Context: an optimization exercise on an open-source flow, tuned for small area. The choices shown serve that exercise and are no tape-out recipe.
No run shown here included a check of the RTL's function; only the layout flow was run.
The flow treats the clock pin as an ideal source, which a real chip does not have.

==> flow/design.v, too long to show whole: its modules and the start of the top module <==
// module rvdffe_nr: 12 lines
// module rvdffs: 15 lines
// module mul_fa: 4 lines
// module mul_bx: 3 lines
// module mul_bs: 3 lines
// module mul_ha: 4 lines
// module mul33: 4575 lines
// module mul_hsel: 3 lines
// module exu_mul_ctl: 30 lines
// module swerv_mul: 25 lines
module swerv_mul
  (
   input  logic        clk,
   input  logic        rst_l,        
   input  logic        valid,        
   input  logic        rs1_sign,     
   input  logic        rs2_sign,     
   input  logic        low,          
   input  logic [31:0] a,
   input  logic [31:0] b,
   input  logic        freeze,       
   output logic [31:0] out
   );
  // ...
==> flow/flow/run.sh <==
#!/bin/bash
# Standard ORFS layout with three changes: the port buffers are the smallest
# buffer cell, CTS uses clkbuf_8 and no dummy loads, and after CTS the
# resizer's power recovery downsizes cells that have setup slack to spare.
set -euo pipefail
here=$(pwd)
bash standard.sh \
  "BUFFER_PORTS_ARGS=-buffer_cell sky130_fd_sc_hd__buf_1" \
  "CTS_ARGS=-sink_clustering_enable -repair_clock_nets -buf_list sky130_fd_sc_hd__clkbuf_8 -dont_use_dummy_load" \
  "POST_CTS_TCL=$here/flow/post_cts.tcl" \
  finish > standard_flow.log 2>&1
==> flow/flow/post_cts.tcl <==
# Downsize cells on paths with setup slack to spare, then re-legalize.
estimate_parasitics -placement
repair_timing -recover_power 100 -setup_margin 0.1 -verbose
detailed_placement
check_placement -verbose
==> flow/standard.sh <==
#!/bin/bash
# synth_recipe.tcl (not shown) runs the flow's synth.tcl, then flattens the netlist and writes it again
# the make line also repeats each setting of config.mk as NAME=value (left out here)
make -C /OpenROAD-flow-scripts/flow DESIGN_CONFIG=/design/flow/config.mk WORK_HOME=/design/flow/orfs CLKGATE_MAP_FILE= SYNTH_SCRIPT=/design/flow/synth_recipe.tcl "${@:-finish}"
==> flow/config.mk <==
export PLATFORM = sky130hd
export DESIGN_NAME = swerv_mul
export DESIGN_NICKNAME = swerv_mul
export VERILOG_FILES = /design/flow/design.v
export SDC_FILE = /design/flow/constraint.sdc
export NUM_CORES = 4
export LEC_CHECK = 0
export CAP_MARGIN = 20
export CORE_MARGIN = 2
export CORE_UTILIZATION = 70
export PLACE_DENSITY = 0.85
export SLEW_MARGIN = 20
export SYNTH_HIERARCHICAL = 1
export SYNTH_MINIMUM_KEEP_SIZE = 0
==> flow/constraint.sdc <==
create_clock -name core_clock -period 8.0 [get_ports {clk}]
set_input_delay 1.6000 -clock core_clock [delete_from_list [all_inputs] [get_ports {clk}]]
set_output_delay 1.6000 -clock core_clock [all_outputs]
set_load 0.01 [all_outputs]
==> impl_metrics.json, run 1 <==
{
  "status": "finished clean",
  "buffer_area_frac": 0.0551,
  "grtUsageMet2": 0.787,
  "cp.depth": 21,
  "crit_path_start_kind": "flip-flop",
  "synthAdderAreaFrac": 0.429,
  "hold_depth": 0,
  "dr.max_layer_used": "met5",
  "mostFrequentLayoutCells": "xnor2_1, o22ai_1, fa_1, buf_4, edfxtp_1",
  "fin_setup_tns_ps": 0,
  "wl_met3_um": 19300,
  "crit_family": "adder cells",
  "die_h_um": 198,
  "n_all_inverters": 43,
  "die_width_um": 198,
  "track_usage": 0.581,
  "cts_tree": "yes",
  "dr.pass1.iters": 14,
  "finalCritPeriodShare": 0.962,
  "wl_met2_um": 43000,
  "setup_ws_ps": 300,
  "finalClockSkew_ps": 49.0,
  "synthXorXnorAreaFrac": 0.202,
  "core_um2": 36800,
  "hold_start": "mul_e1.res_e2_ff.dout[17]$_DFFE_PP_",
  "final_util": 0.784,
  "synthDistinctLibCells": 49,
  "synth_edf_count": 131,
  "grt_use_met1": 0.661,
  "max_slew.worst_pin.slew_ps": 1080
}
==> run 2: changes to the inputs <==
--- a/flow/design.v
+++ b/flow/design.v
@@ -30,16 +30,30 @@
    assign c = (x & y) | (x & z) | (y & z);
 endmodule
 module mul_bx (input logic a, input logic neg, output logic zn);
    assign zn = ~(a ^ neg);
 endmodule
 module mul_bs (input logic onen, input logic z0n, input logic twon, input logic z1n, output logic pp);
    assign pp = ~((onen | z0n) & (twon | z1n));
 endmodule
+module mul_cn2 (input logic g1, input logic p1, input logic g0, input logic p0, output logic g, output logic p);
+   assign g = ~(g1 | (p1 & g0));
+   assign p = ~(p1 & p0);
+endmodule
+module mul_cp2 (input logic g1, input logic p1, input logic g0, input logic p0, output logic g, output logic p);
+   assign g = ~(g1 & (p1 | g0));
+   assign p = ~(p1 | p0);
+endmodule
+module mul_cn1 (input logic g1, input logic p1, input logic g0, output logic g);
+   assign g = ~(g1 | (p1 & g0));
+endmodule
+module mul_cp1 (input logic g1, input logic p1, input logic g0, output logic g);
+   assign g = ~(g1 & (p1 | g0));
+endmodule
 module mul_ha (input logic x, input logic y, output logic s, output logic c);
    assign s = x ^ y;
    assign c = x & y;
 endmodule
 module mul33
   (
    input  logic [32:0] A,
    input  logic [32:0] B,
@@ -1760,126 +1774,126 @@
    wire c1050;
    wire s1051;
    wire c1052;
    wire s1053;
    wire c1054;
    wire s1055;
    wire c1056;
    wire s1057;
-   wire G1058;
-   wire Pp1059;
-   wire G1060;
-   wire Pp1061;
-   wire G1062;
-   wire Pp1063;
-   wire G1064;
-   wire Pp1065;
-   wire G1066;
-   wire Pp1067;
-   wire G1068;
-   wire Pp1069;
-   wire G1070;
-   wire Pp1071;
-   wire G1072;
-   wire Pp1073;
-   wire G1074;
-   wire Pp1075;
-   wire G1076;
-   wire Pp1077;
-   wire G1078;
-   wire Pp1079;
-   wire G1080;
-   wire Pp1081;
-   wire G1082;
-   wire Pp1083;
-   wire G1084;
-   wire Pp1085;
-   wire G1086;
-   wire Pp1087;
-   wire G1088;
-   wire Pp1089;
-   wire G1090;
-   wire Pp1091;
-   wire G1092;
-   wire Pp1093;
-   wire G1094;
-   wire Pp1095;
-   wire G1096;
-   wire Pp1097;
-   wire G1098;
-   wire Pp1099;
-   wire G1100;
-   wire Pp1101;
-   wire G1102;
-   wire Pp1103;
-   wire G1104;
-   wire Pp1105;
-   wire G1106;
-   wire Pp1107;
-   wire G1108;
-   wire Pp1109;
-   wire G1110;
-   wire Pp1111;
-   wire G1112;
-   wire Pp1113;
-   wire G1114;
-   wire Pp1115;
-   wire G1116;
-   wire Pp1117;
-   wire G1118;
-   wire Pp1119;
-   wire G1120;
-   wire Pp1121;
-   wire G1122;
-   wire Pp1123;
-   wire G1124;
-   wire Pp1125;
-   wire G1126;
-   wire Pp1127;
-   wire G1128;
-   wire Pp1129;
-   wire G1130;
-   wire Pp1131;
-   wire G1132;
-   wire Pp1133;
-   wire G1134;
-   wire Pp1135;
-   wire G1136;
-   wire Pp1137;
-   wire G1138;
-   wire Pp1139;
-   wire G1140;
-   wire Pp1141;
-   wire G1142;
-   wire Pp1143;
-   wire G1144;
-   wire Pp1145;
-   wire G1146;
-   wire Pp1147;
-   wire G1148;
-   wire Pp1149;
-   wire G1150;
-   wire Pp1151;
-   wire G1152;
-   wire Pp1153;
-   wire G1154;
-   wire Pp1155;
-   wire G1156;
-   wire Pp1157;
-   wire G1158;
-   wire Pp1159;
-   wire G1160;
-   wire Pp1161;
-   wire G1162;
-   wire Pp1163;
-   wire G1164;
-   wire Pp1165;
+   wire pp1058;
+   wire gg1059;
+   wire pp1060;
+   wire gg1061;
+   wire pp1062;
+   wire gg1063;
+   wire pp1064;
+   wire gg1065;
+   wire pp1066;
+   wire gg1067;
+   wire pp1068;
+   wire gg1069;
+   wire pp1070;
+   wire gg1071;
+   wire pp1072;
+   wire gg1073;
+   wire pp1074;
+   wire gg1075;
+   wire pp1076;
+   wire gg1077;
+   wire pp1078;
+   wire gg1079;
+   wire pp1080;
+   wire gg1081;
+   wire pp1082;
+   wire gg1083;
+   wire pp1084;
+   wire gg1085;
+   wire pp1086;
+   wire gg1087;
+   wire pp1088;
+   wire gg1089;
+   wire pp1090;
+   wire gg1091;
+   wire pp1092;
+   wire gg1093;
+   wire pp1094;
+   wire gg1095;
+   wire pp1096;
+   wire gg1097;
+   wire pp1098;
+   wire gg1099;
+   wire pp1100;
+   wire gg1101;
+   wire pp1102;
+   wire gg1103;
+   wire pp1104;
+   wire gg1105;
+   wire pp1106;
+   wire gg1107;
+   wire pp1108;
+   wire gg1109;
+   wire pp1110;
+   wire gg1111;
+   wire pp1112;
+   wire gg1113;
+   wire pp1114;
+   wire gg1115;
+   wire pp1116;
+   wire gg1117;
+   wire pp1118;
+   wire gg1119;
+   wire pp1120;
+   wire gg1121;
+   wire pp1122;
+   wire gg1123;
+   wire pp1124;
+   wire gg1125;
+   wire pp1126;
+   wire gg1127;
+   wire pp1128;
+   wire gg1129;
+   wire pp1130;
+   wire gg1131;
+   wire pp1132;
+   wire gg1133;
+   wire pp1134;
+   wire gg1135;
+   wire pp1136;
+   wire gg1137;
+   wire pp1138;
+   wire gg1139;
+   wire pp1140;
+   wire gg1141;
+   wire pp1142;
+   wire gg1143;
+   wire pp1144;
+   wire gg1145;
+   wire pp1146;
+   wire gg1147;
+   wire pp1148;
+   wire gg1149;
+   wire pp1150;
+   wire gg1151;
+   wire pp1152;
+   wire gg1153;
+   wire pp1154;
+   wire gg1155;
+   wire pp1156;
+   wire gg1157;
+   wire pp1158;
+   wire gg1159;
+   wire pp1160;
+   wire gg1161;
+   wire pp1162;
+   wire gg1163;
+   wire pp1164;
+   wire gg1165;
    wire G1166;
-   wire Pp1167;
+   wire G1167;
    wire G1168;
    wire Pp1169;
    wire G1170;
    wire Pp1171;
    wire G1172;
    wire Pp1173;
    wire G1174;
    wire Pp1175;
@@ -1923,49 +1937,119 @@
    wire Pp1213;
    wire G1214;
    wire Pp1215;
    wire G1216;
    wire Pp1217;
    wire G1218;
    wire Pp1219;
    wire G1220;
-   wire Pp1221;
-   wire G1222;
-   wire Pp1223;
-   wire G1224;
-   wire Pp1225;
-   wire G1226;
-   wire Pp1227;
-   wire G1228;
-   wire Pp1229;
-   wire G1230;
-   wire Pp1231;
-   wire G1232;
-   wire Pp1233;
-   wire G1234;
-   wire Pp1235;
-   wire G1236;
-   wire Pp1237;
-   wire G1238;
-   wire Pp1239;
-   wire G1240;
-   wire Pp1241;
-   wire G1242;
-   wire Pp1243;
-   wire G1244;
-   wire Pp1245;
+   wire G1221;
+   wire Pp1222;
+   wire G1223;
+   wire Pp1224;
+   wire G1225;
+   wire Pp1226;
+   wire G1227;
+   wire Pp1228;
+   wire G1229;
+   wire Pp1230;
+   wire G1231;
+   wire Pp1232;
+   wire G1233;
+   wire Pp1234;
+   wire G1235;
+   wire Pp1236;
+   wire G1237;
+   wire Pp1238;
+   wire G1239;
+   wire Pp1240;
+   wire G1241;
+   wire Pp1242;
+   wire G1243;
+   wire Pp1244;
+   wire G1245;
    wire G1246;
    wire Pp1247;
    wire G1248;
    wire Pp1249;
    wire G1250;
    wire Pp1251;
    wire G1252;
    wire Pp1253;
+   wire G1254;
+   wire Pp1255;
+   wire G1256;
+   wire G1257;
+   wire Pp1258;
+   wire G1259;
+   wire Pp1260;
+   wire G1261;
+   wire iv1262;
+   wire G1263;
+   wire iv1264;
+   wire G1265;
+   wire G1266;
+   wire iv1267;
+   wire G1268;
+   wire G1269;
+   wire G1270;
+   wire G1271;
+   wire G1272;
+   wire iv1273;
+   wire G1274;
+   wire iv1275;
+   wire G1276;
+   wire G1277;
+   wire G1278;
+   wire G1279;
+   wire G1280;
+   wire iv1281;
+   wire G1282;
+   wire G1283;
+   wire G1284;
+   wire G1285;
+   wire iv1286;
+   wire G1287;
+   wire G1288;
+   wire G1289;
+   wire G1290;
+   wire iv1291;
+   wire G1292;
+   wire G1293;
+   wire G1294;
+   wire G1295;
+   wire G1296;
+   wire iv1297;
+   wire G1298;
+   wire G1299;
+   wire G1300;
+   wire G1301;
+   wire iv1302;
+   wire G1303;
+   wire G1304;
+   wire G1305;
+   wire G1306;
+   wire iv1307;
+   wire G1308;
+   wire G1309;
+   wire G1310;
+   wire G1311;
+   wire iv1312;
+   wire G1313;
+   wire G1314;
+   wire G1315;
+   wire G1316;
+   wire iv1317;
+   wire G1318;
+   wire G1319;
+   wire G1320;
+   wire G1321;
+   wire iv1322;
+   wire G1323;
    assign one0 = B[0] ^ 1'b0;
    assign two0 = (B[1] & ~B[0] & ~1'b0) | (~B[1] & B[0] & 1'b0);
    assign neg0 = B[1] & ~(B[0] & 1'b0);
    assign onen0 = ~one0;
    assign twon0 = ~two0;
    wire zn0_1;
    mul_bx bx0_1 (.a(A[0]), .neg(B[1]), .zn(zn0_1));
    wire zn0_2;
@@ -4302,322 +4386,237 @@
    mul_ha rha2 (.x(fx[2]), .y(rc[2]), .s(P[2]), .c(rc[3]));
    mul_ha rha3 (.x(fx[3]), .y(rc[3]), .s(P[3]), .c(rc[4]));
    mul_fa rfa4 (.x(fx[4]), .y(fy[4]), .z(rc[4]), .s(P[4]), .c(rc[5]));
    mul_fa rfa5 (.x(fx[5]), .y(fy[5]), .z(rc[5]), .s(P[5]), .c(rc[6]));
    mul_fa rfa6 (.x(fx[6]), .y(fy[6]), .z(rc[6]), .s(P[6]), .c(rc[7]));
    mul_fa rfa7 (.x(fx[7]), .y(fy[7]), .z(rc[7]), .s(P[7]), .c(rc[8]));
    mul_fa rfa8 (.x(fx[8]), .y(fy[8]), .z(rc[8]), .s(P[8]), .c(rc[9]));
    mul_fa rfa9 (.x(fx[9]), .y(fy[9]), .z(rc[9]), .s(P[9]), .c(rc[10]));
-   wire [63:0] pg = fx & fy;
-   wire [63:0] pp = fx ^ fy;
-   assign G1058 = pg[11] | (pp[11] & pg[10]);
-   assign Pp1059 = pp[11] & pp[10];
-   assign G1060 = pg[13] | (pp[13] & pg[12]);
-   assign Pp1061 = pp[13] & pp[12];
-   assign G1062 = pg[15] | (pp[15] & pg[14]);
-   assign Pp1063 = pp[15] & pp[14];
-   assign G1064 = pg[17] | (pp[17] & pg[16]);
-   assign Pp1065 = pp[17] & pp[16];
-   assign G1066 = pg[19] | (pp[19] & pg[18]);
-   assign Pp1067 = pp[19] & pp[18];
-   assign G1068 = pg[21] | (pp[21] & pg[20]);
-   assign Pp1069 = pp[21] & pp[20];
-   assign G1070 = pg[23] | (pp[23] & pg[22]);
-   assign Pp1071 = pp[23] & pp[22];
-   assign G1072 = pg[25] | (pp[25] & pg[24]);
-   assign Pp1073 = pp[25] & pp[24];
-   assign G1074 = pg[27] | (pp[27] & pg[26]);
-   assign Pp1075 = pp[27] & pp[26];
-   assign G1076 = pg[29] | (pp[29] & pg[28]);
-   assign Pp1077 = pp[29] & pp[28];
-   assign G1078 = pg[31] | (pp[31] & pg[30]);
-   assign Pp1079 = pp[31] & pp[30];
-   assign G1080 = pg[33] | (pp[33] & pg[32]);
-   assign Pp1081 = pp[33] & pp[32];
-   assign G1082 = pg[35] | (pp[35] & pg[34]);
-   assign Pp1083 = pp[35] & pp[34];
-   assign G1084 = pg[37] | (pp[37] & pg[36]);
-   assign Pp1085 = pp[37] & pp[36];
-   assign G1086 = pg[39] | (pp[39] & pg[38]);
-   assign Pp1087 = pp[39] & pp[38];
-   assign G1088 = pg[41] | (pp[41] & pg[40]);
-   assign Pp1089 = pp[41] & pp[40];
-   assign G1090 = pg[43] | (pp[43] & pg[42]);
-   assign Pp1091 = pp[43] & pp[42];
-   assign G1092 = pg[45] | (pp[45] & pg[44]);
-   assign Pp1093 = pp[45] & pp[44];
-   assign G1094 = pg[47] | (pp[47] & pg[46]);
-   assign Pp1095 = pp[47] & pp[46];
-   assign G1096 = pg[49] | (pp[49] & pg[48]);
-   assign Pp1097 = pp[49] & pp[48];
-   assign G1098 = pg[51] | (pp[51] & pg[50]);
-   assign Pp1099 = pp[51] & pp[50];
-   assign G1100 = pg[53] | (pp[53] & pg[52]);
-   assign Pp1101 = pp[53] & pp[52];
-   assign G1102 = pg[55] | (pp[55] & pg[54]);
-   assign Pp1103 = pp[55] & pp[54];
-   assign G1104 = pg[57] | (pp[57] & pg[56]);
-   assign Pp1105 = pp[57] & pp[56];
-   assign G1106 = pg[59] | (pp[59] & pg[58]);
-   assign Pp1107 = pp[59] & pp[58];
-   assign G1108 = pg[61] | (pp[61] & pg[60]);
-   assign Pp1109 = pp[61] & pp[60];
-   assign G1110 = pg[63] | (pp[63] & pg[62]);
-   assign Pp1111 = pp[63] & pp[62];
-   assign G1112 = G1060 | (Pp1061 & G1058);
-   assign Pp1113 = Pp1061 & Pp1059;
-   assign G1114 = G1064 | (Pp1065 & G1062);
-   assign Pp1115 = Pp1065 & Pp1063;
-   assign G1116 = G1068 | (Pp1069 & G1066);
-   assign Pp1117 = Pp1069 & Pp1067;
-   assign G1118 = G1072 | (Pp1073 & G1070);
-   assign Pp1119 = Pp1073 & Pp1071;
-   assign G1120 = G1076 | (Pp1077 & G1074);
-   assign Pp1121 = Pp1077 & Pp1075;
-   assign G1122 = G1080 | (Pp1081 & G1078);
-   assign Pp1123 = Pp1081 & Pp1079;
-   assign G1124 = G1084 | (Pp1085 & G1082);
-   assign Pp1125 = Pp1085 & Pp1083;
-   assign G1126 = G1088 | (Pp1089 & G1086);
-   assign Pp1127 = Pp1089 & Pp1087;
-   assign G1128 = G1092 | (Pp1093 & G1090);
-   assign Pp1129 = Pp1093 & Pp1091;
-   assign G1130 = G1096 | (Pp1097 & G1094);
-   assign Pp1131 = Pp1097 & Pp1095;
-   assign G1132 = G1100 | (Pp1101 & G1098);
-   assign Pp1133 = Pp1101 & Pp1099;
-   assign G1134 = G1104 | (Pp1105 & G1102);
-   assign Pp1135 = Pp1105 & Pp1103;
-   assign G1136 = G1108 | (Pp1109 & G1106);
-   assign Pp1137 = Pp1109 & Pp1107;
-   assign G1138 = G1114 | (Pp1115 & G1112);
-   assign Pp1139 = Pp1115 & Pp1113;
-   assign G1140 = G1118 | (Pp1119 & G1116);
-   assign Pp1141 = Pp1119 & Pp1117;
-   assign G1142 = G1122 | (Pp1123 & G1120);
-   assign Pp1143 = Pp1123 & Pp1121;
-   assign G1144 = G1126 | (Pp1127 & G1124);
-   assign Pp1145 = Pp1127 & Pp1125;
-   assign G1146 = G1130 | (Pp1131 & G1128);
-   assign Pp1147 = Pp1131 & Pp1129;
-   assign G1148 = G1134 | (Pp1135 & G1132);
-   assign Pp1149 = Pp1135 & Pp1133;
-   assign G1150 = G1140 | (Pp1141 & G1138);
-   assign Pp1151 = Pp1141 & Pp1139;
-   assign G1152 = G1144 | (Pp1145 & G1142);
-   assign Pp1153 = Pp1145 & Pp1143;
-   assign G1154 = G1148 | (Pp1149 & G1146);
-   assign Pp1155 = Pp1149 & Pp1147;
-   assign G1156 = G1152 | (Pp1153 & G1150);
-   assign Pp1157 = Pp1153 & Pp1151;
-   assign G1158 = G1154 | (Pp1155 & G1156);
-   assign Pp1159 = Pp1155 & Pp1157;
-   assign G1160 = G1142 | (Pp1143 & G1150);
-   assign Pp1161 = Pp1143 & Pp1151;
-   assign G1162 = G1146 | (Pp1147 & G1156);
-   assign Pp1163 = Pp1147 & Pp1157;
-   assign G1164 = G1116 | (Pp1117 & G1138);
-   assign Pp1165 = Pp1117 & Pp1139;
-   assign G1166 = G1120 | (Pp1121 & G1150);
-   assign Pp1167 = Pp1121 & Pp1151;
-   assign G1168 = G1124 | (Pp1125 & G1160);
-   assign Pp1169 = Pp1125 & Pp1161;
-   assign G1170 = G1128 | (Pp1129 & G1156);
-   assign Pp1171 = Pp1129 & Pp1157;
-   assign G1172 = G1132 | (Pp1133 & G1162);
-   assign Pp1173 = Pp1133 & Pp1163;
-   assign G1174 = G1136 | (Pp1137 & G1158);
-   assign Pp1175 = Pp1137 & Pp1159;
-   assign G1176 = G1062 | (Pp1063 & G1112);
-   assign Pp1177 = Pp1063 & Pp1113;
-   assign G1178 = G1066 | (Pp1067 & G1138);
-   assign Pp1179 = Pp1067 & Pp1139;
-   assign G1180 = G1070 | (Pp1071 & G1164);
-   assign Pp1181 = Pp1071 & Pp1165;
-   assign G1182 = G1074 | (Pp1075 & G1150);
-   assign Pp1183 = Pp1075 & Pp1151;
-   assign G1184 = G1078 | (Pp1079 & G1166);
-   assign Pp1185 = Pp1079 & Pp1167;
-   assign G1186 = G1082 | (Pp1083 & G1160);
-   assign Pp1187 = Pp1083 & Pp1161;
-   assign G1188 = G1086 | (Pp1087 & G1168);
-   assign Pp1189 = Pp1087 & Pp1169;
-   assign G1190 = G1090 | (Pp1091 & G1156);
-   assign Pp1191 = Pp1091 & Pp1157;
-   assign G1192 = G1094 | (Pp1095 & G1170);
-   assign Pp1193 = Pp1095 & Pp1171;
-   assign G1194 = G1098 | (Pp1099 & G1162);
-   assign Pp1195 = Pp1099 & Pp1163;
-   assign G1196 = G1102 | (Pp1103 & G1172);
-   assign Pp1197 = Pp1103 & Pp1173;
-   assign G1198 = G1106 | (Pp1107 & G1158);
-   assign Pp1199 = Pp1107 & Pp1159;
-   assign G1200 = G1110 | (Pp1111 & G1174);
-   assign Pp1201 = Pp1111 & Pp1175;
-   assign G1202 = pg[12] | (pp[12] & G1058);
-   assign Pp1203 = pp[12] & Pp1059;
-   assign G1204 = pg[14] | (pp[14] & G1112);
-   assign Pp1205 = pp[14] & Pp1113;
-   assign G1206 = pg[16] | (pp[16] & G1176);
-   assign Pp1207 = pp[16] & Pp1177;
-   assign G1208 = pg[18] | (pp[18] & G1138);
-   assign Pp1209 = pp[18] & Pp1139;
-   assign G1210 = pg[20] | (pp[20] & G1178);
-   assign Pp1211 = pp[20] & Pp1179;
-   assign G1212 = pg[22] | (pp[22] & G1164);
-   assign Pp1213 = pp[22] & Pp1165;
-   assign G1214 = pg[24] | (pp[24] & G1180);
-   assign Pp1215 = pp[24] & Pp1181;
-   assign G1216 = pg[26] | (pp[26] & G1150);
-   assign Pp1217 = pp[26] & Pp1151;
-   assign G1218 = pg[28] | (pp[28] & G1182);
-   assign Pp1219 = pp[28] & Pp1183;
-   assign G1220 = pg[30] | (pp[30] & G1166);
-   assign Pp1221 = pp[30] & Pp1167;
-   assign G1222 = pg[32] | (pp[32] & G1184);
-   assign Pp1223 = pp[32] & Pp1185;
-   assign G1224 = pg[34] | (pp[34] & G1160);
-   assign Pp1225 = pp[34] & Pp1161;
-   assign G1226 = pg[36] | (pp[36] & G1186);
-   assign Pp1227 = pp[36] & Pp1187;
-   assign G1228 = pg[38] | (pp[38] & G1168);
-   assign Pp1229 = pp[38] & Pp1169;
-   assign G1230 = pg[40] | (pp[40] & G1188);
-   assign Pp1231 = pp[40] & Pp1189;
-   assign G1232 = pg[42] | (pp[42] & G1156);
-   assign Pp1233 = pp[42] & Pp1157;
-   assign G1234 = pg[44] | (pp[44] & G1190);
-   assign Pp1235 = pp[44] & Pp1191;
-   assign G1236 = pg[46] | (pp[46] & G1170);
-   assign Pp1237 = pp[46] & Pp1171;
-   assign G1238 = pg[48] | (pp[48] & G1192);
-   assign Pp1239 = pp[48] & Pp1193;
-   assign G1240 = pg[50] | (pp[50] & G1162);
-   assign Pp1241 = pp[50] & Pp1163;
-   assign G1242 = pg[52] | (pp[52] & G1194);
-   assign Pp1243 = pp[52] & Pp1195;
-   assign G1244 = pg[54] | (pp[54] & G1172);
-   assign Pp1245 = pp[54] & Pp1173;
-   assign G1246 = pg[56] | (pp[56] & G1196);
-   assign Pp1247 = pp[56] & Pp1197;
-   assign G1248 = pg[58] | (pp[58] & G1158);
-   assign Pp1249 = pp[58] & Pp1159;
-   assign G1250 = pg[60] | (pp[60] & G1198);
-   assign Pp1251 = pp[60] & Pp1199;
-   assign G1252 = pg[62] | (pp[62] & G1174);
-   assign Pp1253 = pp[62] & Pp1175;
-   assign rc[11] = pg[10] | (pp[10] & rc[10]);
-   assign P[10] = pp[10] ^ rc[10];
-   assign rc[12] = G1058 | (Pp1059 & rc[10]);
-   assign P[11] = pp[11] ^ rc[11];
-   assign rc[13] = G1202 | (Pp1203 & rc[10]);
-   assign P[12] = pp[12] ^ rc[12];
-   assign rc[14] = G1112 | (Pp1113 & rc[10]);
-   assign P[13] = pp[13] ^ rc[13];
-   assign rc[15] = G1204 | (Pp1205 & rc[10]);
-   assign P[14] = pp[14] ^ rc[14];
-   assign rc[16] = G1176 | (Pp1177 & rc[10]);
-   assign P[15] = pp[15] ^ rc[15];
-   assign rc[17] = G1206 | (Pp1207 & rc[10]);
-   assign P[16] = pp[16] ^ rc[16];
-   assign rc[18] = G1138 | (Pp1139 & rc[10]);
-   assign P[17] = pp[17] ^ rc[17];
-   assign rc[19] = G1208 | (Pp1209 & rc[10]);
-   assign P[18] = pp[18] ^ rc[18];
-   assign rc[20] = G1178 | (Pp1179 & rc[10]);
-   assign P[19] = pp[19] ^ rc[19];
-   assign rc[21] = G1210 | (Pp1211 & rc[10]);
-   assign P[20] = pp[20] ^ rc[20];
-   assign rc[22] = G1164 | (Pp1165 & rc[10]);
-   assign P[21] = pp[21] ^ rc[21];
-   assign rc[23] = G1212 | (Pp1213 & rc[10]);
-   assign P[22] = pp[22] ^ rc[22];
-   assign rc[24] = G1180 | (Pp1181 & rc[10]);
-   assign P[23] = pp[23] ^ rc[23];
-   assign rc[25] = G1214 | (Pp1215 & rc[10]);
-   assign P[24] = pp[24] ^ rc[24];
-   assign rc[26] = G1150 | (Pp1151 & rc[10]);
-   assign P[25] = pp[25] ^ rc[25];
-   assign rc[27] = G1216 | (Pp1217 & rc[10]);
-   assign P[26] = pp[26] ^ rc[26];
-   assign rc[28] = G1182 | (Pp1183 & rc[10]);
-   assign P[27] = pp[27] ^ rc[27];
-   assign rc[29] = G1218 | (Pp1219 & rc[10]);
-   assign P[28] = pp[28] ^ rc[28];
-   assign rc[30] = G1166 | (Pp1167 & rc[10]);
-   assign P[29] = pp[29] ^ rc[29];
-   assign rc[31] = G1220 | (Pp1221 & rc[10]);
-   assign P[30] = pp[30] ^ rc[30];
-   assign rc[32] = G1184 | (Pp1185 & rc[10]);
-   assign P[31] = pp[31] ^ rc[31];
-   assign rc[33] = G1222 | (Pp1223 & rc[10]);
-   assign P[32] = pp[32] ^ rc[32];
-   assign rc[34] = G1160 | (Pp1161 & rc[10]);
-   assign P[33] = pp[33] ^ rc[33];
-   assign rc[35] = G1224 | (Pp1225 & rc[10]);
-   assign P[34] = pp[34] ^ rc[34];
-   assign rc[36] = G1186 | (Pp1187 & rc[10]);
-   assign P[35] = pp[35] ^ rc[35];
-   assign rc[37] = G1226 | (Pp1227 & rc[10]);
-   assign P[36] = pp[36] ^ rc[36];
-   assign rc[38] = G1168 | (Pp1169 & rc[10]);
-   assign P[37] = pp[37] ^ rc[37];
-   assign rc[39] = G1228 | (Pp1229 & rc[10]);
-   assign P[38] = pp[38] ^ rc[38];
-   assign rc[40] = G1188 | (Pp1189 & rc[10]);
-   assign P[39] = pp[39] ^ rc[39];
-   assign rc[41] = G1230 | (Pp1231 & rc[10]);
-   assign P[40] = pp[40] ^ rc[40];
-   assign rc[42] = G1156 | (Pp1157 & rc[10]);
-   assign P[41] = pp[41] ^ rc[41];
-   assign rc[43] = G1232 | (Pp1233 & rc[10]);
-   assign P[42] = pp[42] ^ rc[42];
-   assign rc[44] = G1190 | (Pp1191 & rc[10]);
-   assign P[43] = pp[43] ^ rc[43];
-   assign rc[45] = G1234 | (Pp1235 & rc[10]);
-   assign P[44] = pp[44] ^ rc[44];
-   assign rc[46] = G1170 | (Pp1171 & rc[10]);
-   assign P[45] = pp[45] ^ rc[45];
-   assign rc[47] = G1236 | (Pp1237 & rc[10]);
-   assign P[46] = pp[46] ^ rc[46];
-   assign rc[48] = G1192 | (Pp1193 & rc[10]);
-   assign P[47] = pp[47] ^ rc[47];
-   assign rc[49] = G1238 | (Pp1239 & rc[10]);
-   assign P[48] = pp[48] ^ rc[48];
-   assign rc[50] = G1162 | (Pp1163 & rc[10]);
-   assign P[49] = pp[49] ^ rc[49];
-   assign rc[51] = G1240 | (Pp1241 & rc[10]);
-   assign P[50] = pp[50] ^ rc[50];
-   assign rc[52] = G1194 | (Pp1195 & rc[10]);
-   assign P[51] = pp[51] ^ rc[51];
-   assign rc[53] = G1242 | (Pp1243 & rc[10]);
-   assign P[52] = pp[52] ^ rc[52];
-   assign rc[54] = G1172 | (Pp1173 & rc[10]);
-   assign P[53] = pp[53] ^ rc[53];
-   assign rc[55] = G1244 | (Pp1245 & rc[10]);
-   assign P[54] = pp[54] ^ rc[54];
-   assign rc[56] = G1196 | (Pp1197 & rc[10]);
-   assign P[55] = pp[55] ^ rc[55];
-   assign rc[57] = G1246 | (Pp1247 & rc[10]);
-   assign P[56] = pp[56] ^ rc[56];
-   assign rc[58] = G1158 | (Pp1159 & rc[10]);
-   assign P[57] = pp[57] ^ rc[57];
-   assign rc[59] = G1248 | (Pp1249 & rc[10]);
-   assign P[58] = pp[58] ^ rc[58];
-   assign rc[60] = G1198 | (Pp1199 & rc[10]);
-   assign P[59] = pp[59] ^ rc[59];
-   assign rc[61] = G1250 | (Pp1251 & rc[10]);
-   assign P[60] = pp[60] ^ rc[60];
-   assign rc[62] = G1174 | (Pp1175 & rc[10]);
-   assign P[61] = pp[61] ^ rc[61];
-   assign rc[63] = G1252 | (Pp1253 & rc[10]);
-   assign P[62] = pp[62] ^ rc[62];
-   assign rc[64] = G1200 | (Pp1201 & rc[10]);
-   assign P[63] = pp[63] ^ rc[63];
+   mul_ha pgha10 (.x(fx[10]), .y(fy[10]), .s(pp1058), .c(gg1059));
+   mul_ha pgha11 (.x(fx[11]), .y(fy[11]), .s(pp1060), .c(gg1061));
+   mul_ha pgha12 (.x(fx[12]), .y(fy[12]), .s(pp1062), .c(gg1063));
+   mul_ha pgha13 (.x(fx[13]), .y(fy[13]), .s(pp1064), .c(gg1065));
+   mul_ha pgha14 (.x(fx[14]), .y(fy[14]), .s(pp1066), .c(gg1067));
+   mul_ha pgha15 (.x(fx[15]), .y(fy[15]), .s(pp1068), .c(gg1069));
+   mul_ha pgha16 (.x(fx[16]), .y(fy[16]), .s(pp1070), .c(gg1071));
+   mul_ha pgha17 (.x(fx[17]), .y(fy[17]), .s(pp1072), .c(gg1073));
+   mul_ha pgha18 (.x(fx[18]), .y(fy[18]), .s(pp1074), .c(gg1075));
+   mul_ha pgha19 (.x(fx[19]), .y(fy[19]), .s(pp1076), .c(gg1077));
+   mul_ha pgha20 (.x(fx[20]), .y(fy[20]), .s(pp1078), .c(gg1079));
+   mul_ha pgha21 (.x(fx[21]), .y(fy[21]), .s(pp1080), .c(gg1081));
+   mul_ha pgha22 (.x(fx[22]), .y(fy[22]), .s(pp1082), .c(gg1083));
+   mul_ha pgha23 (.x(fx[23]), .y(fy[23]), .s(pp1084), .c(gg1085));
+   mul_ha pgha24 (.x(fx[24]), .y(fy[24]), .s(pp1086), .c(gg1087));
+   mul_ha pgha25 (.x(fx[25]), .y(fy[25]), .s(pp1088), .c(gg1089));
+   mul_ha pgha26 (.x(fx[26]), .y(fy[26]), .s(pp1090), .c(gg1091));
+   mul_ha pgha27 (.x(fx[27]), .y(fy[27]), .s(pp1092), .c(gg1093));
+   mul_ha pgha28 (.x(fx[28]), .y(fy[28]), .s(pp1094), .c(gg1095));
+   mul_ha pgha29 (.x(fx[29]), .y(fy[29]), .s(pp1096), .c(gg1097));
+   mul_ha pgha30 (.x(fx[30]), .y(fy[30]), .s(pp1098), .c(gg1099));
+   mul_ha pgha31 (.x(fx[31]), .y(fy[31]), .s(pp1100), .c(gg1101));
+   mul_ha pgha32 (.x(fx[32]), .y(fy[32]), .s(pp1102), .c(gg1103));
+   mul_ha pgha33 (.x(fx[33]), .y(fy[33]), .s(pp1104), .c(gg1105));
+   mul_ha pgha34 (.x(fx[34]), .y(fy[34]), .s(pp1106), .c(gg1107));
+   mul_ha pgha35 (.x(fx[35]), .y(fy[35]), .s(pp1108), .c(gg1109));
+   mul_ha pgha36 (.x(fx[36]), .y(fy[36]), .s(pp1110), .c(gg1111));
+   mul_ha pgha37 (.x(fx[37]), .y(fy[37]), .s(pp1112), .c(gg1113));
+   mul_ha pgha38 (.x(fx[38]), .y(fy[38]), .s(pp1114), .c(gg1115));
+   mul_ha pgha39 (.x(fx[39]), .y(fy[39]), .s(pp1116), .c(gg1117));
+   mul_ha pgha40 (.x(fx[40]), .y(fy[40]), .s(pp1118), .c(gg1119));
+   mul_ha pgha41 (.x(fx[41]), .y(fy[41]), .s(pp1120), .c(gg1121));
+   mul_ha pgha42 (.x(fx[42]), .y(fy[42]), .s(pp1122), .c(gg1123));
+   mul_ha pgha43 (.x(fx[43]), .y(fy[43]), .s(pp1124), .c(gg1125));
+   mul_ha pgha44 (.x(fx[44]), .y(fy[44]), .s(pp1126), .c(gg1127));
+   mul_ha pgha45 (.x(fx[45]), .y(fy[45]), .s(pp1128), .c(gg1129));
+   mul_ha pgha46 (.x(fx[46]), .y(fy[46]), .s(pp1130), .c(gg1131));
+   mul_ha pgha47 (.x(fx[47]), .y(fy[47]), .s(pp1132), .c(gg1133));
+   mul_ha pgha48 (.x(fx[48]), .y(fy[48]), .s(pp1134), .c(gg1135));
+   mul_ha pgha49 (.x(fx[49]), .y(fy[49]), .s(pp1136), .c(gg1137));
+   mul_ha pgha50 (.x(fx[50]), .y(fy[50]), .s(pp1138), .c(gg1139));
+   mul_ha pgha51 (.x(fx[51]), .y(fy[51]), .s(pp1140), .c(gg1141));
+   mul_ha pgha52 (.x(fx[52]), .y(fy[52]), .s(pp1142), .c(gg1143));
+   mul_ha pgha53 (.x(fx[53]), .y(fy[53]), .s(pp1144), .c(gg1145));
+   mul_ha pgha54 (.x(fx[54]), .y(fy[54]), .s(pp1146), .c(gg1147));
+   mul_ha pgha55 (.x(fx[55]), .y(fy[55]), .s(pp1148), .c(gg1149));
+   mul_ha pgha56 (.x(fx[56]), .y(fy[56]), .s(pp1150), .c(gg1151));
+   mul_ha pgha57 (.x(fx[57]), .y(fy[57]), .s(pp1152), .c(gg1153));
+   mul_ha pgha58 (.x(fx[58]), .y(fy[58]), .s(pp1154), .c(gg1155));
+   mul_ha pgha59 (.x(fx[59]), .y(fy[59]), .s(pp1156), .c(gg1157));
+   mul_ha pgha60 (.x(fx[60]), .y(fy[60]), .s(pp1158), .c(gg1159));
+   mul_ha pgha61 (.x(fx[61]), .y(fy[61]), .s(pp1160), .c(gg1161));
+   mul_ha pgha62 (.x(fx[62]), .y(fy[62]), .s(pp1162), .c(gg1163));
+   mul_ha pgha63 (.x(fx[63]), .y(fy[63]), .s(pp1164), .c(gg1165));
+   assign G1166 = gg1059 | (pp1058 & rc[10]);
+   mul_cn1 pc1 (.g1(gg1061), .p1(pp1060), .g0(G1166), .g(G1167));
+   mul_cn2 pc2 (.g1(gg1065), .p1(pp1064), .g0(gg1063), .p0(pp1062), .g(G1168), .p(Pp1169));
+   mul_cn2 pc3 (.g1(gg1069), .p1(pp1068), .g0(gg1067), .p0(pp1066), .g(G1170), .p(Pp1171));
+   mul_cn2 pc4 (.g1(gg1073), .p1(pp1072), .g0(gg1071), .p0(pp1070), .g(G1172), .p(Pp1173));
+   mul_cn2 pc5 (.g1(gg1077), .p1(pp1076), .g0(gg1075), .p0(pp1074), .g(G1174), .p(Pp1175));
+   mul_cn2 pc6 (.g1(gg1081), .p1(pp1080), .g0(gg1079), .p0(pp1078), .g(G1176), .p(Pp1177));
+   mul_cn2 pc7 (.g1(gg1085), .p1(pp1084), .g0(gg1083), .p0(pp1082), .g(G1178), .p(Pp1179));
+   mul_cn2 pc8 (.g1(gg1089), .p1(pp1088), .g0(gg1087), .p0(pp1086), .g(G1180), .p(Pp1181));
+   mul_cn2 pc9 (.g1(gg1093), .p1(pp1092), .g0(gg1091), .p0(pp1090), .g(G1182), .p(Pp1183));
+   mul_cn2 pc10 (.g1(gg1097), .p1(pp1096), .g0(gg1095), .p0(pp1094), .g(G1184), .p(Pp1185));
+   mul_cn2 pc11 (.g1(gg1101), .p1(pp1100), .g0(gg1099), .p0(pp1098), .g(G1186), .p(Pp1187));
+   mul_cn2 pc12 (.g1(gg1105), .p1(pp1104), .g0(gg1103), .p0(pp1102), .g(G1188), .p(Pp1189));
+   mul_cn2 pc13 (.g1(gg1109), .p1(pp1108), .g0(gg1107), .p0(pp1106), .g(G1190), .p(Pp1191));
+   mul_cn2 pc14 (.g1(gg1113), .p1(pp1112), .g0(gg1111), .p0(pp1110), .g(G1192), .p(Pp1193));
+   mul_cn2 pc15 (.g1(gg1117), .p1(pp1116), .g0(gg1115), .p0(pp1114), .g(G1194), .p(Pp1195));
+   mul_cn2 pc16 (.g1(gg1121), .p1(pp1120), .g0(gg1119), .p0(pp1118), .g(G1196), .p(Pp1197));
+   mul_cn2 pc17 (.g1(gg1125), .p1(pp1124), .g0(gg1123), .p0(pp1122), .g(G1198), .p(Pp1199));
+   mul_cn2 pc18 (.g1(gg1129), .p1(pp1128), .g0(gg1127), .p0(pp1126), .g(G1200), .p(Pp1201));
+   mul_cn2 pc19 (.g1(gg1133), .p1(pp1132), .g0(gg1131), .p0(pp1130), .g(G1202), .p(Pp1203));
+   mul_cn2 pc20 (.g1(gg1137), .p1(pp1136), .g0(gg1135), .p0(pp1134), .g(G1204), .p(Pp1205));
+   mul_cn2 pc21 (.g1(gg1141), .p1(pp1140), .g0(gg1139), .p0(pp1138), .g(G1206), .p(Pp1207));
+   mul_cn2 pc22 (.g1(gg1145), .p1(pp1144), .g0(gg1143), .p0(pp1142), .g(G1208), .p(Pp1209));
+   mul_cn2 pc23 (.g1(gg1149), .p1(pp1148), .g0(gg1147), .p0(pp1146), .g(G1210), .p(Pp1211));
+   mul_cn2 pc24 (.g1(gg1153), .p1(pp1152), .g0(gg1151), .p0(pp1150), .g(G1212), .p(Pp1213));
+   mul_cn2 pc25 (.g1(gg1157), .p1(pp1156), .g0(gg1155), .p0(pp1154), .g(G1214), .p(Pp1215));
+   mul_cn2 pc26 (.g1(gg1161), .p1(pp1160), .g0(gg1159), .p0(pp1158), .g(G1216), .p(Pp1217));
+   mul_cn2 pc27 (.g1(gg1165), .p1(pp1164), .g0(gg1163), .p0(pp1162), .g(G1218), .p(Pp1219));
+   mul_cp1 pc28 (.g1(G1168), .p1(Pp1169), .g0(G1167), .g(G1220));
+   mul_cp2 pc29 (.g1(G1172), .p1(Pp1173), .g0(G1170), .p0(Pp1171), .g(G1221), .p(Pp1222));
+   mul_cp2 pc30 (.g1(G1176), .p1(Pp1177), .g0(G1174), .p0(Pp1175), .g(G1223), .p(Pp1224));
+   mul_cp2 pc31 (.g1(G1180), .p1(Pp1181), .g0(G1178), .p0(Pp1179), .g(G1225), .p(Pp1226));
+   mul_cp2 pc32 (.g1(G1184), .p1(Pp1185), .g0(G1182), .p0(Pp1183), .g(G1227), .p(Pp1228));
+   mul_cp2 pc33 (.g1(G1188), .p1(Pp1189), .g0(G1186), .p0(Pp1187), .g(G1229), .p(Pp1230));
+   mul_cp2 pc34 (.g1(G1192), .p1(Pp1193), .g0(G1190), .p0(Pp1191), .g(G1231), .p(Pp1232));
+   mul_cp2 pc35 (.g1(G1196), .p1(Pp1197), .g0(G1194), .p0(Pp1195), .g(G1233), .p(Pp1234));
+   mul_cp2 pc36 (.g1(G1200), .p1(Pp1201), .g0(G1198), .p0(Pp1199), .g(G1235), .p(Pp1236));
+   mul_cp2 pc37 (.g1(G1204), .p1(Pp1205), .g0(G1202), .p0(Pp1203), .g(G1237), .p(Pp1238));
+   mul_cp2 pc38 (.g1(G1208), .p1(Pp1209), .g0(G1206), .p0(Pp1207), .g(G1239), .p(Pp1240));
+   mul_cp2 pc39 (.g1(G1212), .p1(Pp1213), .g0(G1210), .p0(Pp1211), .g(G1241), .p(Pp1242));
+   mul_cp2 pc40 (.g1(G1216), .p1(Pp1217), .g0(G1214), .p0(Pp1215), .g(G1243), .p(Pp1244));
+   mul_cn1 pc41 (.g1(G1221), .p1(Pp1222), .g0(G1220), .g(G1245));
+   mul_cn2 pc42 (.g1(G1225), .p1(Pp1226), .g0(G1223), .p0(Pp1224), .g(G1246), .p(Pp1247));
+   mul_cn2 pc43 (.g1(G1229), .p1(Pp1230), .g0(G1227), .p0(Pp1228), .g(G1248), .p(Pp1249));
+   mul_cn2 pc44 (.g1(G1233), .p1(Pp1234), .g0(G1231), .p0(Pp1232), .g(G1250), .p(Pp1251));
+   mul_cn2 pc45 (.g1(G1237), .p1(Pp1238), .g0(G1235), .p0(Pp1236), .g(G1252), .p(Pp1253));
+   mul_cn2 pc46 (.g1(G1241), .p1(Pp1242), .g0(G1239), .p0(Pp1240), .g(G1254), .p(Pp1255));
+   mul_cp1 pc47 (.g1(G1246), .p1(Pp1247), .g0(G1245), .g(G1256));
+   mul_cp2 pc48 (.g1(G1250), .p1(Pp1251), .g0(G1248), .p0(Pp1249), .g(G1257), .p(Pp1258));
+   mul_cp2 pc49 (.g1(G1254), .p1(Pp1255), .g0(G1252), .p0(Pp1253), .g(G1259), .p(Pp1260));
+   mul_cn1 pc50 (.g1(G1257), .p1(Pp1258), .g0(G1256), .g(G1261));
+   assign iv1262 = ~G1261;
+   mul_cn1 pc51 (.g1(G1259), .p1(Pp1260), .g0(iv1262), .g(G1263));
+   assign iv1264 = ~G1256;
+   mul_cp1 pc52 (.g1(G1248), .p1(Pp1249), .g0(iv1264), .g(G1265));
+   mul_cp1 pc53 (.g1(G1252), .p1(Pp1253), .g0(G1261), .g(G1266));
+   assign iv1267 = ~G1245;
+   mul_cn1 pc54 (.g1(G1223), .p1(Pp1224), .g0(iv1267), .g(G1268));
+   mul_cn1 pc55 (.g1(G1227), .p1(Pp1228), .g0(G1256), .g(G1269));
+   mul_cn1 pc56 (.g1(G1231), .p1(Pp1232), .g0(G1265), .g(G1270));
+   mul_cn1 pc57 (.g1(G1235), .p1(Pp1236), .g0(iv1262), .g(G1271));
+   mul_cn1 pc58 (.g1(G1239), .p1(Pp1240), .g0(G1266), .g(G1272));
+   assign iv1273 = ~G1263;
+   mul_cn1 pc59 (.g1(G1243), .p1(Pp1244), .g0(iv1273), .g(G1274));
+   assign iv1275 = ~G1220;
+   mul_cp1 pc60 (.g1(G1170), .p1(Pp1171), .g0(iv1275), .g(G1276));
+   mul_cp1 pc61 (.g1(G1174), .p1(Pp1175), .g0(G1245), .g(G1277));
+   mul_cp1 pc62 (.g1(G1178), .p1(Pp1179), .g0(G1268), .g(G1278));
+   mul_cp1 pc63 (.g1(G1182), .p1(Pp1183), .g0(iv1264), .g(G1279));
+   mul_cp1 pc64 (.g1(G1186), .p1(Pp1187), .g0(G1269), .g(G1280));
+   assign iv1281 = ~G1265;
+   mul_cp1 pc65 (.g1(G1190), .p1(Pp1191), .g0(iv1281), .g(G1282));
+   mul_cp1 pc66 (.g1(G1194), .p1(Pp1195), .g0(G1270), .g(G1283));
+   mul_cp1 pc67 (.g1(G1198), .p1(Pp1199), .g0(G1261), .g(G1284));
+   mul_cp1 pc68 (.g1(G1202), .p1(Pp1203), .g0(G1271), .g(G1285));
+   assign iv1286 = ~G1266;
+   mul_cp1 pc69 (.g1(G1206), .p1(Pp1207), .g0(iv1286), .g(G1287));
+   mul_cp1 pc70 (.g1(G1210), .p1(Pp1211), .g0(G1272), .g(G1288));
+   mul_cp1 pc71 (.g1(G1214), .p1(Pp1215), .g0(G1263), .g(G1289));
+   mul_cp1 pc72 (.g1(G1218), .p1(Pp1219), .g0(G1274), .g(G1290));
+   assign iv1291 = ~G1167;
+   mul_cn1 pc73 (.g1(gg1063), .p1(pp1062), .g0(iv1291), .g(G1292));
+   mul_cn1 pc74 (.g1(gg1067), .p1(pp1066), .g0(G1220), .g(G1293));
+   mul_cn1 pc75 (.g1(gg1071), .p1(pp1070), .g0(G1276), .g(G1294));
+   mul_cn1 pc76 (.g1(gg1075), .p1(pp1074), .g0(iv1267), .g(G1295));
+   mul_cn1 pc77 (.g1(gg1079), .p1(pp1078), .g0(G1277), .g(G1296));
+   assign iv1297 = ~G1268;
+   mul_cn1 pc78 (.g1(gg1083), .p1(pp1082), .g0(iv1297), .g(G1298));
+   mul_cn1 pc79 (.g1(gg1087), .p1(pp1086), .g0(G1278), .g(G1299));
+   mul_cn1 pc80 (.g1(gg1091), .p1(pp1090), .g0(G1256), .g(G1300));
+   mul_cn1 pc81 (.g1(gg1095), .p1(pp1094), .g0(G1279), .g(G1301));
+   assign iv1302 = ~G1269;
+   mul_cn1 pc82 (.g1(gg1099), .p1(pp1098), .g0(iv1302), .g(G1303));
+   mul_cn1 pc83 (.g1(gg1103), .p1(pp1102), .g0(G1280), .g(G1304));
+   mul_cn1 pc84 (.g1(gg1107), .p1(pp1106), .g0(G1265), .g(G1305));
+   mul_cn1 pc85 (.g1(gg1111), .p1(pp1110), .g0(G1282), .g(G1306));
+   assign iv1307 = ~G1270;
+   mul_cn1 pc86 (.g1(gg1115), .p1(pp1114), .g0(iv1307), .g(G1308));
+   mul_cn1 pc87 (.g1(gg1119), .p1(pp1118), .g0(G1283), .g(G1309));
+   mul_cn1 pc88 (.g1(gg1123), .p1(pp1122), .g0(iv1262), .g(G1310));
+   mul_cn1 pc89 (.g1(gg1127), .p1(pp1126), .g0(G1284), .g(G1311));
+   assign iv1312 = ~G1271;
+   mul_cn1 pc90 (.g1(gg1131), .p1(pp1130), .g0(iv1312), .g(G1313));
+   mul_cn1 pc91 (.g1(gg1135), .p1(pp1134), .g0(G1285), .g(G1314));
+   mul_cn1 pc92 (.g1(gg1139), .p1(pp1138), .g0(G1266), .g(G1315));
+   mul_cn1 pc93 (.g1(gg1143), .p1(pp1142), .g0(G1287), .g(G1316));
+   assign iv1317 = ~G1272;
+   mul_cn1 pc94 (.g1(gg1147), .p1(pp1146), .g0(iv1317), .g(G1318));
+   mul_cn1 pc95 (.g1(gg1151), .p1(pp1150), .g0(G1288), .g(G1319));
+   mul_cn1 pc96 (.g1(gg1155), .p1(pp1154), .g0(iv1273), .g(G1320));
+   mul_cn1 pc97 (.g1(gg1159), .p1(pp1158), .g0(G1289), .g(G1321));
+   assign iv1322 = ~G1274;
+   mul_cn1 pc98 (.g1(gg1163), .p1(pp1162), .g0(iv1322), .g(G1323));
+   assign P[10] = pp1058 ^ rc[10];
+   assign P[11] = pp1060 ^ G1166;
+   assign P[12] = ~(pp1062 ^ G1167);
+   assign P[13] = ~(pp1064 ^ G1292);
+   assign P[14] = pp1066 ^ G1220;
+   assign P[15] = ~(pp1068 ^ G1293);
+   assign P[16] = pp1070 ^ G1276;
+   assign P[17] = ~(pp1072 ^ G1294);
+   assign P[18] = ~(pp1074 ^ G1245);
+   assign P[19] = ~(pp1076 ^ G1295);
+   assign P[20] = pp1078 ^ G1277;
+   assign P[21] = ~(pp1080 ^ G1296);
+   assign P[22] = ~(pp1082 ^ G1268);
+   assign P[23] = ~(pp1084 ^ G1298);
+   assign P[24] = pp1086 ^ G1278;
+   assign P[25] = ~(pp1088 ^ G1299);
+   assign P[26] = pp1090 ^ G1256;
+   assign P[27] = ~(pp1092 ^ G1300);
+   assign P[28] = pp1094 ^ G1279;
+   assign P[29] = ~(pp1096 ^ G1301);
+   assign P[30] = ~(pp1098 ^ G1269);
+   assign P[31] = ~(pp1100 ^ G1303);
+   assign P[32] = pp1102 ^ G1280;
+   assign P[33] = ~(pp1104 ^ G1304);
+   assign P[34] = pp1106 ^ G1265;
+   assign P[35] = ~(pp1108 ^ G1305);
+   assign P[36] = pp1110 ^ G1282;
+   assign P[37] = ~(pp1112 ^ G1306);
+   assign P[38] = ~(pp1114 ^ G1270);
+   assign P[39] = ~(pp1116 ^ G1308);
+   assign P[40] = pp1118 ^ G1283;
+   assign P[41] = ~(pp1120 ^ G1309);
+   assign P[42] = ~(pp1122 ^ G1261);
+   assign P[43] = ~(pp1124 ^ G1310);
+   assign P[44] = pp1126 ^ G1284;
+   assign P[45] = ~(pp1128 ^ G1311);
+   assign P[46] = ~(pp1130 ^ G1271);
+   assign P[47] = ~(pp1132 ^ G1313);
+   assign P[48] = pp1134 ^ G1285;
+   assign P[49] = ~(pp1136 ^ G1314);
+   assign P[50] = pp1138 ^ G1266;
+   assign P[51] = ~(pp1140 ^ G1315);
+   assign P[52] = pp1142 ^ G1287;
+   assign P[53] = ~(pp1144 ^ G1316);
+   assign P[54] = ~(pp1146 ^ G1272);
+   assign P[55] = ~(pp1148 ^ G1318);
+   assign P[56] = pp1150 ^ G1288;
+   assign P[57] = ~(pp1152 ^ G1319);
+   assign P[58] = ~(pp1154 ^ G1263);
+   assign P[59] = ~(pp1156 ^ G1320);
+   assign P[60] = pp1158 ^ G1289;
+   assign P[61] = ~(pp1160 ^ G1321);
+   assign P[62] = ~(pp1162 ^ G1274);
+   assign P[63] = ~(pp1164 ^ G1323);
 endmodule
 module mul_hsel (input logic low, input logic lo, input logic hi, output logic y);
    assign y = low ? lo : hi;
 endmodule
 module exu_mul_ctl
   (
    input  logic        clk,
    input  logic        rst_l,
--- a/flow/config.mk
+++ b/flow/config.mk
@@ -4,11 +4,12 @@
 export VERILOG_FILES = /design/flow/design.v
 export SDC_FILE = /design/flow/constraint.sdc
 export NUM_CORES = 4
 export LEC_CHECK = 0
 export CAP_MARGIN = 20
 export CORE_MARGIN = 2
 export CORE_UTILIZATION = 70
 export PLACE_DENSITY = 0.85
+export SETUP_SLACK_MARGIN = 0.05
 export SLEW_MARGIN = 20
 export SYNTH_HIERARCHICAL = 1
 export SYNTH_MINIMUM_KEEP_SIZE = 0
==> run 2 against run 1 <==
  * Still clean
  * Register-to-register slack lost 230 ps
  * Maximum frequency shrank 2.9%
  * Die area shrank 0.21%
  * Global-route usage shrank 7.3 points
  * Hold slack gained 5.4 ps
  * Synthesized cell count shrank 1.6%
  * Critical endpoint is now mul_e1.res_e2_ff.dout[9]$_DFFE_PP_
==> impl_metrics.json, run 2 <==
{
  "wl_per_cell_um": 32.5,
  "via_per_inst": 7.51,
  "routed_wl_um": 96500,
  "synth-async-reset-ratio": 0.0150,
  "finalHoldViolCount": 0,
  "dp_cells": 2942,
  "reg_top3": "mul_e1.op_e1_ff.dout x67, mul_e1.res_e2_ff.dout x32, mul_e1.res_e3_ff.dout x32",
  "nets": 3181,
  "rsz0062_at_grt": "no",
  "use_met3": 0.189,
  "fillers": 2375,
  "hold_path.class": "reg2reg",
  "finalClockSkew_ps": 54.3,
  "status": "finished clean",
  "start_util": 0.713,
  "drive_gt1_frac": 0.122,
  "synthTopCellsByArea": "fa_1, xnor2_1, edfxtp_1",
  "mostFrequentLayoutCells": "xnor2_1, o22ai_1, fa_1, edfxtp_1, buf_4",
  "drc": 0,
  "path_common_cell": "fa_1",
  "yosys_warnings": 9,
  "layout_commonest_cell": "xnor2_1",
  "setup_viol": 0,
  "worstSetupPathType": "reg2reg",
  "finalCritPeriodShare": 0.991,
  "largest_register_ffs": 67,
  "grt-ovfl-total": 0,
  "grt_start_max_net_pins": 50,
  "syn_to_final_growth_pct": 9.99,
  "dr.pass1.iters": 9,
  "clock-sinks": 133,
  "crit_path_start_kind": "flip-flop",
  "synth_ff_type": "edfxtp_1",
  "fin_setup_tns_ps": 0,
  "num_rows": 70,
  "max_slew.worst_pin.slew_ps": 1050,
  "post-synth-top-count-cell": "xnor2_1",
  "ys_ff_latch": 133,
  "vias": 22300,
  "clk_pin_slew_worst_paths_ps": 100,
  "fmax_mhz": 126,
  "required_ps": 8410,
  "synth_edf_count": 131,
  "busiest_layer": "met2",
  "crit_family": "adder cells",
  "grt_pass1_wl_um": 142000,
  "yosys.area.top_type_share": 0.373,
  "io_pins": 103,
  "synth_largest_area_cell": "fa_1",
  "avgSynthCellArea_um2": 11.8,
  "cp_max_fo": 12,
  "drt_iter0_drc": 3019,
  "grt_use_met1": 0.622,
  "design_area_um2": 28900,
  "synthDistinctLibCells": 29,
  "cp.buffers_inverters": 3,
  "slew_viol_final": 0,
  "cts_tree": "yes",
  "grt_pass1_vias": 23400,
  "final_util": 0.785,
  "arrival_ps": 8340,
  "instances_no_fill": 2969,
  "antenna_found_initial": 4,
  "die-area_um2": 39000,
  "slew_headroom": 0.300,
  "cap_violations": 0,
  "die_width_um": 198,
  "critPathSlowestCell": "edfxtp_1",
  "synth_seq_area_share": 0.152,
  "track_usage": 0.508,
  "placed_area_um2": 28500,
  "synthCells": 2228,
  "die_h_um": 198,
  "core_um2": 36800,
  "path_cells": "ha_1, inv_1, buf_4, o22ai_1, fa_1, fa_1, fa_1, fa_1, fa_1, fa_1, ha_1, nand2_1, nor2_1, nand2_1, o21ai_2, buf_4, a21oi_2, o21ai_1, a21oi_2, xnor2_2, mux2_4",
  "synth_area_um2": 26200,
  "period_needed_ps": 7930,
  "numPortBuffers": 102,
  "max_stage_delay_ps": 610,
  "drtAntennaViolNets": 0,
  "synth_common_cells": "xnor2_1, o22ai_1, fa_1",
  "largest_register": "mul_e1.op_e1_ff.dout",
  "clk_latency_ps": 560,
  "cp-end-kind": "flip-flop",
  "grtUsageMet2": 0.765,
  "gp_congestion": 1.07,
  "dpl.hpwl_um": 75100
}
-- run 2: cell count changes in the layout (fill, tap and decap cells not counted), moves of 10 or more --
| cell | change |
|---|---|
| mux2_1 | -11 |
| nor2_1 | -18 |
| nor3b_1 | +14 |
| nor3_1 | -24 |
| mux2_4 | +11 |
| a21oi_2 | +52 |
| o21a_1 | -11 |
| a21oi_1 | -29 |
| xnor2_1 | +10 |
| a21o_1 | -12 |
| o21ai_2 | +15 |
-- run 2: path summary, 6_finish.rpt --
| path | slack, ps | end | startpoint | cells past startpoint |
|---|---|---|---|---|
| worst min-delay path | 390 | mul_e1.res_e3_ff.dout[24]$_DFFE_PP_ | mul_e1.res_e2_ff.dout[24]$_DFFE_PP_ | 0 |
| worst min register to register | 390 | mul_e1.res_e3_ff.dout[24]$_DFFE_PP_ | mul_e1.res_e2_ff.dout[24]$_DFFE_PP_ | 0 |
| min in group asynchronous | 820 | mul_e1.valid_e2_ff.dout$_DFFE_PN0P_ | rst_l | 1 |
| worst max register to register | 70 | mul_e1.res_e2_ff.dout[9]$_DFFE_PP_ | mul_e1.op_e1_ff.dout[11]$_DFFE_PP_ | 21 |
| max in group asynchronous | 7050 | mul_e1.valid_e1_ff.dout$_DFFE_PN0P_ | rst_l | 1 |
| worst max-delay path | 70 | mul_e1.res_e2_ff.dout[9]$_DFFE_PP_ | mul_e1.op_e1_ff.dout[11]$_DFFE_PP_ | 21 |
-- run 2: cells by family (layout without fill, tap and decap cells) --
kind of cell,Yosys count,after routing,synth area share
AOI/OAI and AO/OA,653,653,0.163
xor gates and xnor gates,615,615,0.205
adders and majority gates,608,608,0.430
buffers and inverters,53,312,0.00758
DFF,133,133,0.152
muxes,34,34,0.0195
other,2,16,0.000286
and+or+nand+nor,130,130,0.0228
-- run 2: final cells by class --
cell class              instances  area, µm²  share of cell area
clock buffers                  17        234             0.00811
flip-flops and latches        133       3980               0.138
inverters                      50        203             0.00702
well taps                     468        586              0.0203
repair buffers                245       1600              0.0554
multi-input cells            2055      22300               0.771
diodes                          1       2.50           0.0000867
-- run 2: layer usage --
layer	vias to the layer above	routed length (µm)	share of wire
met5	-	46	0.00048
met2	2035	41800	0.43
met4	6	8080	0.084
li1	8743	-	-
met1	10900	31600	0.33
met3	603	14900	0.15
-- run 2: modules after synthesis, one instance, submodules excluded, a selection --
module | flops+latches | times used | cells inside
mul_cn2 | 0 | 30 | 2
mul_cp2 | 0 | 14 | 2
mul_hsel | 0 | 32 | 1
mul_cp1 | 0 | 16 | 1
exu_mul_ctl | 0 | 1 | 6
mul_ha | 0 | 102 | 1
mul_cn1 | 0 | 36 | 1
mul_bx | 0 | 560 | 1
mul_bs | 0 | 528 | 1
mul33 | 0 | 1 | 236
-- run 2: worst register-to-register path, cell delays in order, from the launching register on --
cell and delay, ps:
edfxtp_1 610, ha_1 380, inv_1 420, buf_4 270, o22ai_1 110, fa_1 470, fa_1 480, fa_1 440
fa_1 550, fa_1 580, fa_1 420, ha_1 370, nand2_1 100, nor2_1 440, nand2_1 170, o21ai_2 410
buf_4 230, a21oi_2 110, o21ai_1 360, a21oi_2 120, xnor2_2 490, mux2_4 260
-- run 2: metrics by stage --
| stage | worst slack [ps] | hold WS, ps |
|---|---|---|
| floorplan | 51.4 | 400 |
| global placement | 404 | 401 |
| detailed placement | 256 | 405 |
| global route | 62.3 | 413 |
| finish | 69.4 | 394 |

re-timing with driven ports:
How much do the figures lean on ideal ports? The routed layouts below were timed once more, with nothing changed but the port constraints. Step 1 assumes that a clkbuf_16 drives the clock port and a buf_2 every other input. Step 2 also shifts input and output timing later by t, the mid clock arrival at the registers, as if the neighbouring blocks saw the same clock. Three values: ideal, step 1, step 2; two values: the first two.
run | t, ns | setup WS [ns] | hold WS [ns] | latest minus earliest clock arrival (ns) | slew at the worst register clock pin (ns)
run 1 | 0.591 | 0.300 / 0.300 / 0.300 | 0.389 / 0.389 / 0.389 | 0.051 / 0.051 | 0.12 / 0.12
run 2 | 0.585 | 0.069 / 0.069 / 0.069 | 0.394 / 0.394 / 0.394 | 0.054 / 0.054 | 0.11 / 0.11
After both steps every run listed still meets setup and hold.
